Context: an optimization exercise on an open-source flow, tuned for small area, a short achievable clock period and few clock cycles. The choices shown serve that exercise and are no tape-out recipe. RTL that was checked went through simulation tests only; none was proved equivalent to the original.

Setup of the reference run:
==> flow/design.v (excerpt) <==
module SNN(
	clk,
	rst_n,
	in_valid,
	img,
	ker,
	weight,
	out_valid,
	out_data
);
Size in the first run: roughly 2700 cells after synthesis, ~0.033 mm^2 of cells after synthesis.
clock: 15.0 ns
lec_check: 0
cap_margin: 50
core_margin: 2
core_utilization: 60
cts_buf_list: sky130_fd_sc_hd__clkbuf_16
cts_cluster_diameter: 60
cts_cluster_size: 24
slew_margin: 70
standard.sh (not shown) runs the stock make flow with config.mk's settings and CLKGATE_MAP_FILE= SYNTH_SCRIPT=/design/flow/synth_recipe.tcl, a recipe that flattens the netlist after the stock synthesis.
==> flow/flow/run.sh <==
#!/bin/bash
# The standard layout with one netlist pass between synthesis and floorplan:
# flow/invopt.py folds away the inverters that Yosys's full-adder extraction
# leaves between full adder cells (a full adder is self-dual, so adders are
# flipped to need fewer inverters, and simple gates swapped for their
# complementary cells). Registers and all other cells are kept.
# Each tool writes its full output to its own log in this folder.
set -euo pipefail
R=orfs/results/${FLOW_PLATFORM}/SNN/base
bash standard.sh synth > synth.log 2>&1
cp "$R/1_2_yosys.v" 1_2_yosys.before_invopt.v
python3 flow/invopt.py "$R/1_2_yosys.v" > invopt.log 2>&1
rm -f "$R/1_synth.odb" "$R/1_synth.sdc"
# repair aims at a setup slack of 10 ns (the clock period is unchanged)
bash standard.sh finish SETUP_SLACK_MARGIN=10 > layout.log 2>&1
Other scripts of this flow, unchanged in this note and not shown: flow/flow/invopt.py
Modified inputs, the trial run compared to the reference run
--- a/flow/design.v
+++ b/flow/design.v
@@ -67,39 +67,39 @@
 wire [7:0] pt = lb[11];
 wire [7:0] pm = lb[5];
 wire [7:0] pb = px;
 wire [7:0] k0 = k[0], k1 = k[1], k2 = k[2], k3 = k[3], k4 = k[4],
            k5 = k[5], k6 = k[6], k7 = k[7], k8 = k[8];
 reg  [7:0] q3;
 reg  [7:0] mx [0:1];
 reg  [7:0] ab_a, ab_b;
 reg        ep, e0, e1, e2, e3, e4;    
 wire [7:0] l10 = lb[10], l11 = lb[11], l4 = lb[4], l5 = lb[5];
-reg        pj1, qj1, pacc, qrqd, qzero;
+reg        pj1, qj1, pacc, qrqd, qrp;
 wire [2:0] ncol = v1 ? (col1 == 5 ? 3'd0 : col1 + 1) : col1;    
 wire [7:0] pta = e0 ? ab_a : e2 ? mx[0] : pj1 ? l11 : l10;
 wire [7:0] ptb = e0 ? ab_b : e2 ? 8'd0  : pj1 ? l5 : l4;
 wire [7:0] pka = (e0 || e2) ? w[0] : pj1 ? k1 : k0;
 wire [7:0] pkb = e0 ? w[2] : pj1 ? k4 : k3;
 wire [7:0] qta = e1 ? ab_a : e2 ? mx[0] : qj1 ? l10 : l11;
 wire [7:0] qtb = e1 ? ab_b : e2 ? 8'd0  : qj1 ? l4 : l5;
 wire [7:0] qka = (e1 || e2) ? w[1] : qj1 ? k1 : k2;
 wire [7:0] qkb = e1 ? w[3] : qj1 ? k4 : k5;
 reg  [16:0] tpa, tpb, tqa, tqb;
 wire [16:0] tpa_n, tpb_n, tqa_n, tqb_n;
 reg  [7:0] pbot, qbot, pkv, qkv;
 reg  [18:0] RP, RPd, RQd;
 reg  [19:0] RQ;
 wire [18:0] RP_n;
 wire [19:0] RQ_n;
 wire [18:0] accp = pacc ? RPd : 19'd0;
-wire [18:0] accq = qzero ? 19'd0 : qrqd ? RQd : RP;
+wire [18:0] accq = ({19{qrqd}} & RQd) | ({19{qrp}} & RP);
 wire tmp_1 = (pta[0] & pka[6]) ^ (pta[1] & pka[5]);
 wire tmp_2 = (pta[0] & pka[6]) & (pta[1] & pka[5]);
 wire tmp_3, tmp_4;
 assign {tmp_4, tmp_3} = {1'b0, (pta[0] & pka[7])} + {1'b0, (pta[1] & pka[6])} + {1'b0, (pta[2] & pka[5])};
 wire tmp_5, tmp_6;
 assign {tmp_6, tmp_5} = {1'b0, (pta[3] & pka[4])} + {1'b0, (pta[4] & pka[3])} + {1'b0, (pta[5] & pka[2])};
 wire tmp_7, tmp_8;
 assign {tmp_8, tmp_7} = {1'b0, (pta[1] & pka[7])} + {1'b0, (pta[2] & pka[6])} + {1'b0, (pta[3] & pka[5])};
 wire tmp_9 = (pta[4] & pka[4]) ^ (pta[5] & pka[3]);
 wire tmp_10 = (pta[4] & pka[4]) & (pta[5] & pka[3]);
@@ -900,22 +900,22 @@
 	RPd <= RP;
 	RQ <= RQ_n;
 	RQd <= RQ[18:0];
 	pbot <= e0 ? 8'd0 : e2 ? vb : (ncol >= 4) ? px : img;
 	pkv <= e2 ? w[2] : (ncol >= 4) ? k7 : k6;
 	qbot <= e1 ? 8'd0 : e2 ? vb : (ncol == 1 || ncol == 2) ? img : px;
 	qkv <= e2 ? w[3] : (ncol == 1 || ncol == 2) ? k7 : k8;
 	pj1 <= ncol == 3 || ncol == 4;
 	qj1 <= ncol == 0 || ncol == 1;
 	pacc <= (ncol == 4 || ncol == 5) && !e0 && !e2;
-	qrqd <= ncol == 3 || ncol == 4;
-	qzero <= e1 || e2;
+	qrqd <= (ncol == 3 || ncol == 4) && !e1 && !e2;
+	qrp <= !(ncol == 3 || ncol == 4) && !e1 && !e2;
 end
 always @(posedge clk or negedge rst_n) begin
 	if(!rst_n) begin
 		ep <= 0; e0 <= 0; e1 <= 0; e2 <= 0; e3 <= 0; e4 <= 0;
 	end
 	else begin
 		ep <= v1 && row1 == 5 && col1 == 4;
 		e0 <= ep;
 		e1 <= e0;
 		e2 <= e1;
==> run summary <==
- The slowest library cell on the worst path comes out sky130_fd_sc_hd__fa_1 in one run and sky130_fd_sc_hd__dfrtp_4 in the other, namely in the reference run and the trial run respectively.
- The trial run vs. the reference run: routed wire length saw a decrease; highest fanout seen on the critical path saw an increase; ratio of routed vias to standard cells saw a decrease.
- Of the trial run and the reference run, it is the trial run that has the lower critical path depth.
- Worst hold slack, the trial run and the reference run: smaller value in the trial run
- Comparing the reference run with the trial run, the design area came out essentially unchanged.
Testbench counts of the trial run, summed over its fixed seeds: cycles 25,288.
For the reference run, only the layout was checked, not whether the RTL still works.

static timing again, ports no longer ideal:
How much do the figures lean on ideal ports? The routed layouts below were timed once more, with nothing changed but the port constraints.
Step 1 (the two cells are an assumption about what drives the block):
set clk [get_ports {clk}]
set_driving_cell -lib_cell sky130_fd_sc_hd__clkbuf_16 $clk
set_driving_cell -lib_cell sky130_fd_sc_hd__buf_2 [delete_from_list [all_inputs] $clk]
Step 2 adds t to the input delays and takes it off the output delays; t is the mean of the earliest and latest rising clock arrival at the registers after step 1. Input paths then give back, and output paths get back, about the clock's delay inside the block.
Three values: no drivers, after step 1, after step 2; two values: the first two.
| run | t, ns | setup slack, ns | worst hold slack (ns) | worst setup path after step 2 | cell pins on the clock port's net |
|---|---|---|---|---|---|
| the reference run | 0.645 | 9.874 / 9.874 / 9.874 | 0.325 / 0.325 / 0.325 | register to register | 1 |
| the trial run | 0.667 | 10.145 / 10.145 / 10.145 | 0.318 / 0.318 / 0.318 | register to register | 1 |
After both steps setup and hold are still met in every run listed.
